This is an optimization exercise on Yosys and OpenROAD, whose aim is small area and a short achievable clock period, not a production implementation. Function was checked by simulation only, so behaviour that the tests miss may differ from the original.

==> wip/cedar: inputs <==
Design multiply_accumulate, start of the top module:
module multiply_accumulate(
  clk,
  aresetn,
  reset,
  data,
  multi,
  result,
  overflow
);
  parameter I_OPP_W = 16;
  parameter O_OPP_W = 2 * I_OPP_W;
  input clk;
  input aresetn;
  input reset;
  input [I_OPP_W - 1:0] data;
  input [I_OPP_W - 1:0] multi;
  output reg [O_OPP_W - 1:0] result;
  output reg overflow;
  wire [16:0] bx = {multi, 1'b0};
  wire [7:0] one, two, neg;
  genvar g;
  generate for (g = 0; g < 8; g = g + 1) begin : enc
    assign one[g] = bx[2*g+1] ^ bx[2*g];
    assign two[g] = (bx[2*g+2] & ~bx[2*g+1] & ~bx[2*g]) | (~bx[2*g+2] & bx[2*g+1] & bx[2*g]);
    assign neg[g] = bx[2*g+2];
  end endgenerate
  wire [31:0] prod;
  multiplier_int u0(.clk(clk), .a(data), .one(one), .two(two), .neg(neg), .b(multi), .p(prod));
  localparam ND = 15;
  reg [30:0] pd [0:ND-2];
  integer i;
  always @(posedge clk) begin
    pd[0] <= prod[30:0];
    for (i = 1; i < ND - 1; i = i + 1)
      pd[i] <= pd[i-1];
  end
  wire [30:0] pp = pd[ND-2];
  wire [31:0] pfull = {pp[30] & (|pp[29:0]), pp};
  reg [4:0] cnt;
  reg [31:0] q;
  always @(posedge clk, negedge aresetn) begin
    if (aresetn == 0) begin
      cnt <= 0;
      q <= 0;
    end else begin
      if (cnt != 5'd16)
        cnt <= cnt + 5'd1;
      q <= (cnt == 5'd16) ? pfull : 32'd0;
    end
  end
  always @(posedge clk, negedge aresetn) begin
    if (aresetn == 0) begin
      result <= 0;
      overflow <= 0;
    end else if (reset == 1) begin
      result <= 0;
      overflow <= 0;
    end else begin
      result <= result + q;
      overflow <= result[O_OPP_W - 1] ^ q[31];
    end
  end
endmodule
Settings: LEC_CHECK=0, CAP_MARGIN=20, CORE_MARGIN=2, CORE_UTILIZATION=65, CTS_BUF_LIST=sky130_fd_sc_hd__clkbuf_8, CTS_CLUSTER_DIAMETER=60, CTS_CLUSTER_SIZE=15, SETUP_SLACK_MARGIN=2.2, SLEW_MARGIN=20, TNS_END_PERCENT=0; clock period 4.5 ns.
standard.sh (not shown) runs the stock make flow with config.mk's settings and CLKGATE_MAP_FILE= SYNTH_SCRIPT=/design/flow/synth_recipe.tcl, a recipe that flattens the netlist after the stock synthesis.
==> flow/flow/run.sh <==
#!/bin/bash
export BUFFER_PORTS_ARGS="-buffer_cell sky130_fd_sc_hd__buf_1"
bash standard.sh > standard.log 2>&1
==> inputs of wip/violet, as changes to wip/cedar <==
==> flow/run.sh (new file) <==
#!/bin/bash
# synth_recipe.tcl (not shown) runs the flow's synth.tcl, then flattens the netlist and writes it again
# the make line also repeats each setting of config.mk as NAME=value (left out here)
make -C /OpenROAD-flow-scripts/flow DESIGN_CONFIG=/design/flow/config.mk WORK_HOME=/design/flow/orfs CLKGATE_MAP_FILE= SYNTH_SCRIPT=/design/flow/synth_recipe.tcl finish
--- a/flow/config.mk
+++ b/flow/config.mk
@@ -5,12 +5,12 @@
 export SDC_FILE = /design/flow/constraint.sdc
 export NUM_CORES = 4
 export LEC_CHECK = 0
+export ABC_AREA = 1
 export CAP_MARGIN = 20
 export CORE_MARGIN = 2
 export CORE_UTILIZATION = 65
 export CTS_BUF_LIST = sky130_fd_sc_hd__clkbuf_8
 export CTS_CLUSTER_DIAMETER = 60
 export CTS_CLUSTER_SIZE = 15
-export SETUP_SLACK_MARGIN = 2.2
+export SETUP_SLACK_MARGIN = 2.0
 export SLEW_MARGIN = 20
-export TNS_END_PERCENT = 0
removed: flow/flow/run.sh
removed: flow/standard.sh
==> comparison table <==
Global-route wire length before repair: wip/violet 78300 um; wip/cedar 62700 um
Final worst-path setup slack: wip/violet 1.82 ns; wip/cedar 1.83 ns
Nets in the synthesized netlist: wip/violet 2385; wip/cedar 1999
Non-Filler Cell Area, Final: wip/violet 0.0259 mm^2; wip/cedar 0.0240 mm^2
Capture instance of the worst register-to-register path: wip/violet u0.t3_17_0; wip/cedar result[30]
Share of the core filled with cells in the final layout: wip/violet 75.5%; wip/cedar 71.9%
Share of final layout cell area taken by non-clock buffers: wip/violet 5.54%; wip/cedar 2.06%
Upper clock frequency limit: wip/violet 373 MHz; wip/cedar 374 MHz
Final period utilization: wip/violet 59.6%; wip/cedar 59.4%
Run status: wip/violet timing/DRC/antenna clean; wip/cedar timing/DRC/antenna clean
CP bufs+invs: wip/violet 2; wip/cedar 1
Die width: wip/violet 190 um; wip/cedar 188 um
Worst setup startpoint: wip/violet u0.a_r[8]; wip/cedar result[1]
Pin count of the biggest net entering global routing: wip/violet 38; wip/cedar 46
Fraction of final layout cells sized beyond drive strength 1: wip/violet 14.3%; wip/cedar 11.5%
Post-placement setup slack: wip/violet 1.51 ns; wip/cedar 1.38 ns
Routed vias: wip/violet 14700; wip/cedar 12600
CP max stage cell: wip/violet fa_1; wip/cedar dfrtp_1
Met1 Use GR: wip/violet 29.5%; wip/cedar 26.1%
Filler cell count in the final layout: wip/violet 2288; wip/cedar 2338

* * *

==> 09-03: inputs <==
Starting RTL as in the previous note.
// multiply_accumulate
module multiply_accumulate(
  clk,
  aresetn,
  reset,
  data,
  multi,
  result,
  overflow
);
  parameter I_OPP_W = 16;
  parameter O_OPP_W = 2 * I_OPP_W;
  input clk;
  input aresetn;
  input reset;
  input [I_OPP_W - 1:0] data;
  input [I_OPP_W - 1:0] multi;
  output reg [O_OPP_W - 1:0] result;
  output reg overflow;
  wire [16:0] bx = {multi, 1'b0};
  wire [7:0] one, two, neg;
  genvar g;
  generate for (g = 0; g < 8; g = g + 1) begin : enc
    assign one[g] = bx[2*g+1] ^ bx[2*g];
    assign two[g] = (bx[2*g+2] & ~bx[2*g+1] & ~bx[2*g]) | (~bx[2*g+2] & bx[2*g+1] & bx[2*g]);
    assign neg[g] = bx[2*g+2];
  end endgenerate
  wire [31:0] prod;
  multiplier_int u0(.clk(clk), .a(data), .one(one), .two(two), .neg(neg), .b(multi), .p(prod));
  localparam ND = 15;
  reg [30:0] pd [0:ND-2];
  integer i;
  always @(posedge clk) begin
    pd[0] <= prod[30:0];
    for (i = 1; i < ND - 1; i = i + 1)
      pd[i] <= pd[i-1];
  end
  wire [30:0] pp = pd[ND-2];
  wire [31:0] pfull = {pp[30] & (|pp[29:0]), pp};
  reg [4:0] cnt;
  reg [31:0] q;
  ...
==> flow/config.mk <==
export PLATFORM = sky130hd
export DESIGN_NAME = multiply_accumulate
export DESIGN_NICKNAME = multiply_accumulate
export VERILOG_FILES = /design/flow/design.v
export SDC_FILE = /design/flow/constraint.sdc
export NUM_CORES = 4
export LEC_CHECK = 0
export CAP_MARGIN = 20
export CORE_MARGIN = 2
export CORE_UTILIZATION = 65
export CTS_BUF_LIST = sky130_fd_sc_hd__clkbuf_8
export CTS_CLUSTER_DIAMETER = 60
export CTS_CLUSTER_SIZE = 15
export SETUP_SLACK_MARGIN = 2.5
export SLEW_MARGIN = 20
export TNS_END_PERCENT = 0
==> flow/constraint.sdc <==
create_clock -name core_clock -period 4.5 [get_ports {clk}]
set_input_delay 0.9000 -clock core_clock [delete_from_list [all_inputs] [get_ports {clk}]]
set_output_delay 0.9000 -clock core_clock [all_outputs]
set_load 0.01 [all_outputs]
==> flow/flow/run.sh <==
#!/bin/bash
# The standard layout (standard.sh), with these changes to how it is made:
# - synthesis runs flow/synth.tcl: the standard flow's synthesis script, with ABC mapping
#   the logic for delay (flow/abc_delay.script);
# - Yosys does not map full/half adders to the library's fa/ha cells
#   (ADDER_MAP_FILE empty), so ABC maps that logic too;
# - timing repair may resize cells to a different footprint;
# - port buffers are sky130_fd_sc_hd__buf_1, the smallest buffer.
export MY_FLOW_DIR=$PWD/flow
bash standard.sh "SYNTH_SCRIPT=$PWD/flow/synth.tcl" "ADDER_MAP_FILE=" "MATCH_CELL_FOOTPRINT=0" \
  "BUFFER_PORTS_ARGS=-buffer_cell sky130_fd_sc_hd__buf_1" finish > standard.log 2>&1
==> flow/flow/abc_delay.script <==
&get -n
&st
&dch
&nf -D 1500
&put
buffer -c
topo
stime -c
upsize -c -D 1500
dnsize -c -D 1500
==> flow/flow/synth.tcl <==
# The standard flow's synthesis script (synth_recipe.tcl, which runs ORFS's synth.tcl) with
# one change: ABC maps the combinational logic with flow/abc_delay.script, a
# delay-driven script, instead of ORFS's abc_speed.script.  Registers are
# mapped before ABC runs and are not changed by it.
proc abc {args} {
  set i [lsearch -exact $args -script]
  if {$i >= 0} {
    set args [lreplace $args [expr {$i + 1}] [expr {$i + 1}] $::env(MY_FLOW_DIR)/abc_delay.script]
  }
  puts "flow/synth.tcl: abc $args"
  yosys abc {*}$args
}
source $::env(MY_FLOW_DIR)/../synth_recipe.tcl
==> 11-21 (differences from 09-03) <==
==> flow/flow/run.sh (replaced) <==
#!/bin/bash
bash standard.sh MATCH_CELL_FOOTPRINT=0 "BUFFER_PORTS_ARGS=-buffer_cell sky130_fd_sc_hd__buf_1" finish > standard.log 2>&1
--- a/flow/config.mk
+++ b/flow/config.mk
@@ -13,4 +13,4 @@
 export CTS_CLUSTER_SIZE = 15
-export SETUP_SLACK_MARGIN = 2.5
+export SETUP_SLACK_MARGIN = 2.2
 export SLEW_MARGIN = 20
-export TNS_END_PERCENT = 0
+export TNS_END_PERCENT = 5
removed: flow/flow/abc_delay.script
removed: flow/flow/synth.tcl
==> 12-04 (differences from 09-03) <==
--- a/flow/flow/run.sh
+++ b/flow/flow/run.sh
@@ -6,6 +6,5 @@
 #   (ADDER_MAP_FILE empty), so ABC maps that logic too;
-# - timing repair may resize cells to a different footprint;
 # - port buffers are sky130_fd_sc_hd__buf_1, the smallest buffer.
 export MY_FLOW_DIR=$PWD/flow
-bash standard.sh "SYNTH_SCRIPT=$PWD/flow/synth.tcl" "ADDER_MAP_FILE=" "MATCH_CELL_FOOTPRINT=0" \
+bash standard.sh "SYNTH_SCRIPT=$PWD/flow/synth.tcl" "ADDER_MAP_FILE=" \
   "BUFFER_PORTS_ARGS=-buffer_cell sky130_fd_sc_hd__buf_1" finish > standard.log 2>&1
==> flow/flow/abc_delay.script (replaced) <==
strash
&get -n
&st
&dch -f
&nf -D 1500
&put
buffer -c
topo
upsize -c -D 1500
dnsize -c -D 1500
==> run summary <==
| quantity | 09-03 | 11-21 | 12-04 |
|---|---|---|---|
| Status | timing/DRC/antenna clean | timing/DRC/antenna clean | timing/DRC/antenna clean |
| Combined area of all synthesized cells | 0.02246 mm² | 0.02193 mm² | 0.02309 mm² |
| Worst skew pair latency | 0.66 ns | 0.64 ns | 0.67 ns |
| Data arrival time of the critical path | 3.10 ns | 3.16 ns | 3.10 ns |
| Via count | 14000 | 13100 | 14370 |
| Mean routed wirelength per cell | 17.93 µm | 16.48 µm | 17.76 µm |
| Synthesized-area fraction occupied by ao, oa, aoi and oai cells | 10.98% | 11.01% | 10.64% |
| DRT iter0 DRCs | 706 | 602 | 622 |
| Maximum clock frequency | 389.3 MHz | 378.3 MHz | 395.0 MHz |
| Standard-cell row count | 68 | 67 | 69 |
| Flip-flop and latch area | 0.01297 mm² | 0.01304 mm² | 0.01300 mm² |
| CP max stage delay | 0.48 ns | 0.53 ns | 0.51 ns |
| Global Route met1 Usage | 29.00% | 26.05% | 27.40% |
| Nonclk buf count | 90 | 169 | 112 |
| Post-cts sizing count | 80 | 98 | 57 |
| Adder-Cell Fraction of Synth Area | 3.242% | 12.66% | 3.207% |
| Highest fanout seen on the critical path | 4 | 8 | 4 |
| Routed met2 length | 23.10 mm | 19.56 mm | 23.49 mm |
| Routed length on met3 | 2.037 mm | 1.838 mm | 2.207 mm |
| Total instance count after detailed placement | 2421 | 2218 | 2451 |
| Wire length of the first global-routing pass | 72.50 mm | 63.78 mm | 71.21 mm |
| Core utilization of the finished layout | 71.43% | 74.72% | 71.75% |

## re-timing with driven ports
The flow's constraints put no driver on any port. The routed layouts listed below were extracted and timed again, unchanged, in two steps.
Step 1 (the two cells are an assumption about what drives the block):
set clk [get_ports {clk}]
set_driving_cell -lib_cell sky130_fd_sc_hd__clkbuf_16 $clk
set_driving_cell -lib_cell sky130_fd_sc_hd__buf_2 [delete_from_list [all_inputs] $clk]
Step 2 also shifts input and output timing later by t, the mid clock arrival at the registers, as if the neighbouring blocks saw the same clock.
Slacks: ideal ports / drivers / drivers and shift; pairs: ideal ports / drivers.
run	t, ns	slack for setup (ns)	worst setup path after step 2	latest minus earliest clock arrival (ns)	slew at the worst register clock pin (ns)
wip/cedar	0.686	1.825 / 1.825 / 1.825	register to register	0.025 / 0.025	0.10 / 0.10
wip/violet	0.684	1.818 / 1.818 / 1.685	input to register	0.053 / 0.053	0.10 / 0.10
09-03	0.702	1.931 / 1.931 / 1.931	register to register	0.027 / 0.027	0.10 / 0.10
11-21	0.669	1.857 / 1.857 / 1.857	register to register	0.040 / 0.041	0.10 / 0.10
12-04	0.704	1.969 / 1.969 / 1.969	register to register	0.038 / 0.037	0.09 / 0.09
After both steps setup and hold are still met in every run listed. For wip/violet, which loses most, drivers alone change the setup slack by 0.000 ns; drivers and shift together by -0.133 ns.
